This is an optimization exercise on Yosys and OpenROAD, whose aim is small area, a short achievable clock period and few clock cycles, not a production implementation.
Only simulation tests tie the RTL to the original design; equivalence was not proved.
No activity file was given, so power comes from the tool's default toggle rates.

// conv_pool
module conv_pool (clk, rst, in_valid, in_ready, in_w, in_x0, in_x1, in_x2, in_x3,
                  in_bias, in_last, out_valid, out_z);
   input clk;
   input rst;
   input in_valid;
   output in_ready;
   input [33:0] in_w;
   input [33:0] in_x0;
   input [33:0] in_x1;
   input [33:0] in_x2;
   input [33:0] in_x3;
   input [33:0] in_bias;
   input in_last;
   output reg out_valid;
   output [33:0] out_z;
   reg [1:0] slot;      
   reg [1:0] step;      
   reg bph;             
   reg lastr;           
   reg newvec;          
   wire adv = in_valid && (step == slot);
   assign in_ready = (slot == 2'd3) && (step == 2'd3) && (bph || !lastr);
   always @(posedge clk) begin
      if (rst) begin
         slot <= 2'd0;
         step <= 2'd0;
         bph <= 1'b0;
         newvec <= 1'b1;
      end else begin
         slot <= slot + 2'd1;
         if (adv) begin
            step <= step + 2'd1;
            if (step == 2'd3) begin
               if (!bph && lastr) begin
                  bph <= 1'b1;
               end else begin
                  bph <= 1'b0;
                  newvec <= bph;
               end
            end
         end
      end
   end
   always @(posedge clk) begin
      if (adv && step == 2'd0 && !bph)
         lastr <= in_last;
   end
   reg [33:0] xsel;
   always @(*) begin
      case (slot)
         2'd0: xsel = in_x0;
         2'd1: xsel = in_x1;
         2'd2: xsel = in_x2;
         default: xsel = in_x3;
      endcase
   end
   wire [33:0] xin = bph ? in_bias : xsel;
   wire [11:0] bneg, bone, btwo;
   booth_enc benc (.b({1'b1, in_w[22:0]}), .neg(bneg), .one(bone), .two(btwo));
   reg [33:0] aX;
   reg [1:0] aWexc;
   reg aWsign;
   reg [7:0] aWexp;
   reg [11:0] aNeg, aOne, aTwo;
   reg aFirst, aBias;
   always @(posedge clk) begin
      aX[31:0] <= xin[31:0];
  ...
Settings: LEC_CHECK=0, CAP_MARGIN=20, CORE_MARGIN=2, CORE_UTILIZATION=40, SLEW_MARGIN=20; clock period 11.0 ns.
run.sh (not shown) runs the stock make flow with config.mk's settings and CLKGATE_MAP_FILE= SYNTH_SCRIPT=/design/flow/synth_recipe.tcl, a recipe that flattens the netlist after the stock synthesis.
The starting point ran to the end with no violations.
Testbench counts at the start, summed over its fixed seeds: cycles 17,796.
==> next run, changes <==
ABC_CLOCK_PERIOD_IN_PS = 3000   (was default)
GPL_TIMING_DRIVEN = 0   (was default)
SETUP_SLACK_MARGIN = 5   (was default)
The changed run went through all stages and came out clean.
Worst hold slack gains 0.0041 ns.
Design area goes up by 0.58%.
Combinational power barely changes.
Synthesized area is unchanged.
Clock skew came out lower by 0.0078 ns.
Routed wire length rose by 14%.
Setup slack is better by 0.21 ns.
Sequential power barely changes.

========
Setup of job 8709:
conv_pool, a different RTL version from the one above (not shown whole).
Size: ~4200 cells after synthesis, about 240 I/O pins.
Settings: LEC_CHECK=0, CAP_MARGIN=70, CORE_MARGIN=2, CORE_UTILIZATION=40, PLACE_DENSITY=0.65, SLEW_MARGIN=70, BUFFER_PORTS_ARGS=-buffer_cell sky130_fd_sc_hd__buf_2; clock period 11.0 ns.
standard.sh (not shown) runs the stock make flow with config.mk's settings and CLKGATE_MAP_FILE= SYNTH_SCRIPT=/design/flow/synth_recipe.tcl, a recipe that flattens the netlist after the stock synthesis.
==> flow/flow/run.sh <==
#!/bin/bash
# Layout flow: the standard flow (standard.sh), with one change: the
# buffers that buffer_ports puts on every input and output port are buf_2
# cells instead of ORFS's default pick, the delay buffer clkdlybuf4s50_1.
set -euo pipefail
echo 'export BUFFER_PORTS_ARGS = -buffer_cell sky130_fd_sc_hd__buf_2' >> config.mk
bash standard.sh > standard.log 2>&1
Testbench counts of job 8709, summed over its fixed seeds: cycles 17,796.
Modified inputs, job 2814 compared to job 8709
Settings: CORE_UTILIZATION now 55, was 40; PLACE_DENSITY now 0.85, was 0.65.
Note that the met1 layer wirelength in the final routing recorded for job 8709 amounts to 1.14 times the value seen in job 2814. Compared with job 8709, in job 2814 maximum achievable frequency went down, fraction of final layout cells with drive strength greater than 1 did not really move, final clock period utilization by the worst path went up, met2 track demand over resource in global routing went up. Delta (job 2814 minus job 8709): final cell count without fillers -about 6%, hold slack now sits at about the same level. Synthesis-to-layout area growth in job 2814 is 1.1 points lower than in job 8709. Core utilization, job 2814 and job 8709: larger value in job 2814. Between job 2814 and job 8709, the power density relative to cell area is higher for job 2814.
What job 213 does differently from job 2814 at the input level:
Settings: PLACE_DENSITY: 0.85 -> 0.75; CAP_MARGIN: 70 -> 85; CORE_UTILIZATION: 55 -> 40; SLEW_MARGIN: 70 -> 85.
Notes after the runs:
Job 213: PASS, flow complete, no timing, DRC or antenna violations
Compared to job 2814, job 213 has area enclosed by the die boundary 0.028 sq mm higher.
Job 213 vs job 2814: fraction of area in non-clock buffers up in job 213
Job 213 — post-route worst setup slack 6.06 ns lower, job 2814 as reference

========
Setup of tundra:
Another version of the RTL of conv_pool (not shown whole).
Size: ~4200 cells after synthesis, about 560 flip-flops, ~240 I/O pins, about 0.040 mm² of cells after synthesis.
make LEC_CHECK=0 CAP_MARGIN=70 CORE_MARGIN=2 CORE_UTILIZATION=40 CTS_BUF_LIST='sky130_fd_sc_hd__clkbuf_4 sky130_fd_sc_hd__clkbuf_8' CTS_CLUSTER_SIZE=40 PLACE_DENSITY=0.75 SLEW_MARGIN=70 finish   # period 11.0 ns
run.sh (not shown) runs the stock make flow with config.mk's settings and CLKGATE_MAP_FILE= SYNTH_SCRIPT=/design/flow/synth_recipe.tcl, a recipe that flattens the netlist after the stock synthesis.
Stock flow here: none of the scripts above is used.
Testbench counts of tundra, summed over its fixed seeds: cycles 17,796.
--- input diff tundra..zinc ---
-- flow/config.mk --
<<< tundra, line 9
export CORE_MARGIN = 2
export CORE_UTILIZATION = 40
export CTS_BUF_LIST = sky130_fd_sc_hd__clkbuf_4 sky130_fd_sc_hd__clkbuf_8
export CTS_CLUSTER_SIZE = 40
export PLACE_DENSITY = 0.75
export SLEW_MARGIN = 70
>>> zinc, line 9
export CORE_MARGIN = 2
export CORE_UTILIZATION = 40
export PLACE_DENSITY = 0.75
export SLEW_MARGIN = 70
==> run summary <==
- As far as multiplexer area fraction after synthesis goes, zinc and tundra are indistinguishable; the numbers are identical.
- [compare] base=tundra new=zinc: shortest period the worst path allows lower; share of cell area taken by flip-flops and latches was more or less identical.
- The worst setup slack reported for zinc is greater than that of tundra by 23 ps.
- In terms of worst hold path cell count, tundra and zinc differ only marginally.
- Number of levels the H-tree was split into for zinc is lower than for tundra.
- zinc against tundra: area added between synthesis and finish now larger; synthesized area per cell comparable.

[port drivers added, routing unchanged]
The flow's constraints put no driver on any port. The routed layouts listed below were extracted and timed again, unchanged, in two steps. Step 1: set_driving_cell puts a clkbuf_16 on clk and a buf_2 on each other input, an assumption about the parent block. Step 2, shift: input delay + t, output delay - t, t = (earliest + latest rising clock arrival at the registers) / 2. This alone moves slack from input paths to output paths. Slacks: ideal / step 1 / step 2; pairs: ideal / step 1.
| run | shift t [ns] | slack for setup (ns) | clock arrival spread, ns | slew at the worst register clock pin (ns) | worst slew at a driven data input, ns |
|---|---|---|---|---|---|
| the first run of note 1 | 0.705 | 5.248 / 5.248 / 5.248 | 0.043 / 0.042 | 0.07 / 0.07 | 0.07 |
| the second run of note 1 | 0.705 | 5.457 / 5.457 / 5.457 | 0.032 / 0.032 | 0.07 / 0.07 | 0.07 |
| job 8709 | 0.699 | 7.028 / 7.028 / 7.028 | 0.029 / 0.028 | 0.07 / 0.07 | 0.06 |
| job 2814 | 0.691 | 6.906 / 6.906 / 6.906 | 0.055 / 0.055 | 0.07 / 0.07 | 0.06 |
| job 213 | 0.702 | 0.843 / 0.843 / 0.843 | 0.045 / 0.046 | 0.07 / 0.07 | 0.06 |
| tundra | 0.784 | 6.938 / 6.938 / 6.938 | 0.063 / 0.063 | 0.07 / 0.07 | 0.05 |
| zinc | 0.710 | 6.961 / 6.961 / 6.961 | 0.032 / 0.032 | 0.07 / 0.07 | 0.05 |
After both steps every run listed still meets setup and hold.
